Background: an optimization exercise with open tools, aiming at small area. Do not read the settings as production practice. Function was checked by simulation only, so behaviour that the tests miss may differ from the original. Power is estimated from default activity; no workload was simulated.

==> flow/design.v <==
module Sync_top(
    input   wire        PCK,
    input   wire        RSTN,
    input   wire        MRX_FLAG_RE,
    input   [14:0]      MAD,
    input   [31:0]      MDI,
    input   [31:0]      MBE,
    input               MWE,
    input   [9:0]       DI,
    output  [31:0]      MDO_SYNC_TOP,
    output  reg         HLOCK,
    output  reg         VLOCK,
    output  reg         SYNC_ACT,
    output  reg[9:0]    SYNC_DO
);
function [12:0] add12(input [11:0] a, input [11:0] b, input ci);
    integer i; reg c;
    begin
        c = ci;
        for (i = 0; i < 12; i = i + 1) begin
            add12[i] = a[i] ^ b[i] ^ c;
            c = (a[i] & b[i]) | (a[i] & c) | (b[i] & c);
        end
        add12[12] = c;
    end
endfunction
function cout12(input [11:0] a, input [11:0] b, input ci);
    integer i; reg c;
    begin
        c = ci;
        for (i = 0; i < 12; i = i + 1)
            c = (a[i] & b[i]) | (a[i] & c) | (b[i] & c);
        cout12 = c;
    end
endfunction
function [12:0] inc12(input [11:0] a, input ci);
    integer i; reg c;
    begin
        c = ci;
        for (i = 0; i < 12; i = i + 1) begin
            inc12[i] = a[i] ^ c;
            c = a[i] & c;
        end
        inc12[12] = c;
    end
endfunction
function cmp12(input [11:0] a, input [11:0] b, input eq);
    integer i; reg c;
    begin
        c = eq;
        for (i = 0; i < 12; i = i + 1)
            c = (~a[i] & b[i]) | (~a[i] & c) | (b[i] & c);
        cmp12 = c;
    end
endfunction
wire hi0 = (MAD[14:6] == 9'd0);
wire s16 = hi0 & (MAD[5:0] == 6'h16);
wire s17 = hi0 & (MAD[5:0] == 6'h17);
wire s18 = hi0 & (MAD[5:0] == 6'h18);
wire s19 = hi0 & (MAD[5:0] == 6'h19);
wire s20 = hi0 & (MAD[5:0] == 6'h20);
wire s21 = hi0 & (MAD[5:0] == 6'h21);
wire s2a = hi0 & (MAD[5:0] == 6'h2a);
wire s2b = hi0 & (MAD[5:0] == 6'h2b);
wire s30 = hi0 & (MAD[5:0] == 6'h30);
wire s31 = hi0 & (MAD[5:0] == 6'h31);
wire s32 = hi0 & (MAD[5:0] == 6'h32);
reg [10:0] SYNC_HSP, SYNC_VSP, SYNC_VTW, SYNC_HW, SYNC_VW;
reg [11:0] SYNC_HTW, DOT_H, DOT_V, DOT_W;
reg [2:0]  CH;
reg        SYNC_UP;
wire [11:0] wd = MDI[11:0];
wire [11:0] wm = MBE[11:0];
always @(posedge PCK or negedge RSTN) begin
    if (!RSTN) begin
        SYNC_HSP <= 11'd1;
        SYNC_VSP <= 11'd28;
        SYNC_HTW <= 12'd2200;
        SYNC_VTW <= 11'd1125;
        SYNC_HW  <= 11'd1920;
        SYNC_VW  <= 11'd1080;
        CH       <= 3'd0;
        SYNC_UP  <= 1'b0;
        DOT_H    <= 12'd960;
        DOT_V    <= 12'd540;
        DOT_W    <= 12'd10;
    end else if (MWE) begin
        if (s20) SYNC_HSP <= (wm[10:0] & wd[10:0]) | (~wm[10:0] & SYNC_HSP);
        if (s21) SYNC_VSP <= (wm[10:0] & wd[10:0]) | (~wm[10:0] & SYNC_VSP);
        if (s16) SYNC_HTW <= (wm & wd) | (~wm & SYNC_HTW);
        if (s17) SYNC_VTW <= (wm[10:0] & wd[10:0]) | (~wm[10:0] & SYNC_VTW);
        if (s18) SYNC_HW  <= (wm[10:0] & wd[10:0]) | (~wm[10:0] & SYNC_HW);
        if (s19) SYNC_VW  <= (wm[10:0] & wd[10:0]) | (~wm[10:0] & SYNC_VW);
        if (s2a) CH       <= (wm[2:0] & wd[2:0]) | (~wm[2:0] & CH);
        if (s2b) SYNC_UP  <= (wm[0] & wd[0]) | (~wm[0] & SYNC_UP);
        if (s30) DOT_H    <= (wm & wd) | (~wm & DOT_H);
        if (s31) DOT_V    <= (wm & wd) | (~wm & DOT_V);
        if (s32) DOT_W    <= (wm & wd) | (~wm & DOT_W);
    end
end
assign MDO_SYNC_TOP = {20'd0,
      ({12{s20}} & {1'b0, SYNC_HSP})
    | ({12{s21}} & {1'b0, SYNC_VSP})
    | ({12{s16}} & SYNC_HTW)
    | ({12{s17}} & {1'b0, SYNC_VTW})
    | ({12{s18}} & {1'b0, SYNC_HW})
    | ({12{s19}} & {1'b0, SYNC_VW})
    | ({12{s2a}} & {9'd0, CH})
    | ({12{s2b}} & {11'd0, SYNC_UP})
    | ({12{s30}} & DOT_H)
    | ({12{s31}} & DOT_V)
    | ({12{s32}} & DOT_W)};
wire aSYNC_UP = MWE & s2b;
reg [11:0] HCNT;
reg [10:0] VCNT;
wire [11:0] VCNT12 = {1'b0, VCNT};
wire [11:0] HSP12 = {1'b0, SYNC_HSP};
wire [11:0] VSP12 = {1'b0, SYNC_VSP};
wire [11:0] SH = add12(HSP12, {1'b0, SYNC_HW}, 1'b0);
wire [11:0] SV = add12(VSP12, {1'b0, SYNC_VW}, 1'b0);
wire ACT_H = cmp12(HSP12, HCNT, 1'b1) & cmp12(HCNT, SH, 1'b0);
wire ACT_V = cmp12(VSP12, VCNT12, 1'b1) & cmp12(VCNT12, {1'b0, SV[10:0]}, 1'b0);
wire ACT_T = ACT_H & ACT_V;
reg SYNC_ON;
always @(posedge PCK or negedge RSTN) begin
    if (!RSTN)             SYNC_ON <= 1'd0;
    else if (aSYNC_UP)     SYNC_ON <= 1'd1;
    else if (MRX_FLAG_RE)  SYNC_ON <= 1'd0;
end
wire CNT_RST = SYNC_ON & MRX_FLAG_RE;
wire [12:0] HINC = inc12(HCNT, 1'b1);
wire [12:0] VINC = inc12(VCNT12, 1'b1);
always @(posedge PCK or negedge RSTN) begin
    if (!RSTN)                  HCNT <= 12'b0;
    else if (HLOCK | CNT_RST)   HCNT <= 12'b0;
    else                        HCNT <= HINC[11:0];
end
always @(posedge PCK or negedge RSTN) begin
    if (!RSTN)           VCNT <= 11'b0;
    else if (CNT_RST)    VCNT <= 11'b0;
    else if (HLOCK) begin
        if (VLOCK)       VCNT <= 11'b0;
        else             VCNT <= VINC[10:0];
    end
end
wire [12:0] HTWM2 = add12(SYNC_HTW, 12'hFFE, 1'b0);
wire HEND = (HCNT == HTWM2[11:0]);
wire VEND = (VINC[11:0] == {1'b0, SYNC_VTW});
wire HTW_GE2 = |SYNC_HTW[11:1];
always @(posedge PCK or negedge RSTN) begin
    if (!RSTN) begin
        HLOCK <= 1'b0;
        VLOCK <= 1'b0;
        SYNC_ACT <= 1'b0;
    end else begin
        HLOCK <= HEND;
        VLOCK <= HEND & HTW_GE2 & VEND;
        SYNC_ACT <= ACT_T;
    end
end
reg [11:0] K_H, K_V;
reg TURN_H, TURN_V;
wire [12:0] ZH = add12(K_H, SH, 1'b0);
wire [12:0] ZV = add12(K_V, SV, 1'b0);
wire SH_GE21 = (SH > 12'd20);
wire SV_GE21 = (SV > 12'd20);
wire ZH_LE40 = (ZH[12:6] == 7'd0) & (ZH[5:0] <= 6'd40);
wire ZV_LE41 = (ZV[12:6] == 7'd0) & (ZV[5:0] <= 6'd41);
wire ZH_LEN  = ~ZH[12] | ((ZH[11:6] == 6'd0) & (ZH[5:0] <= 6'd40));
wire ZV_LEN  = ~ZV[12] | ((ZV[11:6] == 6'd0) & (ZV[5:0] <= 6'd41));
wire KH_GT19 = (K_H > 12'd19);
wire KV_GT20 = (K_V > 12'd20);
wire HI_H = KH_GT19 ? (SH_GE21 ? ZH_LEN : ZH_LE40) : (SH_GE21 & ZH_LE40);
wire HI_V = KV_GT20 ? (SV_GE21 ? ZV_LEN : ZV_LE41) : (SV_GE21 & ZV_LE41);
wire LO_H = ~KH_GT19 | cout12(K_H, HSP12, 1'b1);
wire LO_V = ~KV_GT20 | cout12(K_V, VSP12, 1'b0);
always @(posedge PCK or negedge RSTN) begin
    if (!RSTN) begin
        K_H <= 12'd18;       
        TURN_H <= 1'b1;
        K_V <= 12'd4088;     
        TURN_V <= 1'b1;
    end else if (VLOCK) begin
        if (HI_H)       TURN_H <= 1'b0;
        else if (LO_H)  TURN_H <= 1'b1;
        K_H <= add12(K_H, TURN_H ? 12'hFF1 : 12'd15, 1'b0);
        if (HI_V)       TURN_V <= 1'b0;
        else if (LO_V)  TURN_V <= 1'b1;
        K_V <= add12(K_V, TURN_V ? 12'hFF1 : 12'd15, 1'b0);
    end
end
wire [11:0] PH = add12(HCNT, K_H, 1'b0);
wire [11:0] PV = add12(VCNT12, K_V, 1'b0);
wire PIXEL = (K_H > 12'd39) & (PH <= 12'd38)
           & ((K_V == 12'd0) | (K_V > 12'd40)) & (PV <= 12'd40);
wire DOT = cmp12(add12(DOT_V, ~DOT_W, 1'b1), VCNT12, 1'b1)
         & cmp12(VCNT12, add12(DOT_V, DOT_W, 1'b0), 1'b1)
         & cmp12(add12(DOT_H, ~DOT_W, 1'b1), HCNT, 1'b0)
         & cmp12(HCNT, add12(DOT_H, DOT_W, 1'b0), 1'b0);
always @(posedge PCK or negedge RSTN) begin
    if (!RSTN)
        SYNC_DO <= 10'b0;
    else if (ACT_T)
        case (CH)
            3'd1:    SYNC_DO <= {{8{PIXEL}}, 2'b0};
            3'd2:    SYNC_DO <= {HCNT[7:0], 2'b0};
            3'd3:    SYNC_DO <= {VCNT[7:0], 2'b0};
            3'd4:    SYNC_DO <= {HCNT[7:0] ^ VCNT[7:0], 2'b0};
            3'd5:    SYNC_DO <= {DI[7:0], 2'b0};
            3'd6:    SYNC_DO <= {2'b0, {8{DOT}}};
            default: SYNC_DO <= DI;
        endcase
    else
        SYNC_DO <= 10'b0;
end
endmodule
clock: 6.7 ns
lec_check: 0
cap_margin: 20
core_margin: 2
core_utilization: 40
cts_buf_list: sky130_fd_sc_hd__clkbuf_8
cts_cluster_size: 15
slew_margin: 20
standard.sh (not shown) runs the stock make flow with config.mk's settings and CLKGATE_MAP_FILE= SYNTH_SCRIPT=/design/flow/synth_recipe.tcl, a recipe that flattens the netlist after the stock synthesis.
==> flow/flow/run.sh <==
#!/bin/bash
# Standard layout, with plain buf_1 cells as the port buffers.
set -euo pipefail
bash standard.sh "BUFFER_PORTS_ARGS=-buffer_cell sky130_fd_sc_hd__buf_1" finish > standard_flow.log 2>&1
Change:
--- a/flow/design.v
+++ b/flow/design.v
@@ -180,13 +180,15 @@
         TURN_H <= 1'b1;
         K_V <= 12'd4088;     
         TURN_V <= 1'b1;
-    end else if (VLOCK) begin
-        if (HI_H)       TURN_H <= 1'b0;
-        else if (LO_H)  TURN_H <= 1'b1;
-        K_H <= add12(K_H, TURN_H ? 12'hFF1 : 12'd15, 1'b0);
-        if (HI_V)       TURN_V <= 1'b0;
-        else if (LO_V)  TURN_V <= 1'b1;
-        K_V <= add12(K_V, TURN_V ? 12'hFF1 : 12'd15, 1'b0);
+    end else begin
+        if (VLOCK) begin
+            if (HI_H)       TURN_H <= 1'b0;
+            else if (LO_H)  TURN_H <= 1'b1;
+            if (HI_V)       TURN_V <= 1'b0;
+            else if (LO_V)  TURN_V <= 1'b1;
+        end
+        K_H <= add12(K_H, {{8{VLOCK & TURN_H}}, {3{VLOCK & ~TURN_H}}, 1'b0}, VLOCK);
+        K_V <= add12(K_V, {{8{VLOCK & TURN_V}}, {3{VLOCK & ~TURN_V}}, 1'b0}, VLOCK);
     end
 end
 wire [11:0] PH = add12(HCNT, K_H, 1'b0);
Result: Power climbs by 1.0%. Clock skew drops by 6.7 ps. Worst setup slack improved by 23 ps. Final area drops by 2.3%. Routed wire length drops by 4.0%. Final cell count drops by 3.1%.

-- port drivers added, routing unchanged --
In the flow no input, the clock included, has a driving cell. The finished layouts below were timed again as built, in two steps.
Step 1 assumes that a clkbuf_16 drives the clock port and a buf_2 every other input.
Step 2 times the ports against the registers' clock, not the clock port: input delays grow and output delays shrink by t, the midpoint of the rising clock arrivals with the driver on.
Slacks: no drivers / after step 1 / after step 2; pairs: no drivers / after step 1.
run | t (ns) | setup slack, ns | hold WS [ns] | worst slew at a driven data input, ns | pins driven straight from the clock port
the first run | 0.548 | 0.175 / 0.175 / 0.175 | 0.512 / 0.512 / 0.512 | 0.04 | 1
the second run | 0.546 | 0.197 / 0.197 / 0.197 | 0.517 / 0.517 / 0.517 | 0.04 | 1
After both steps every run listed still meets setup and hold.
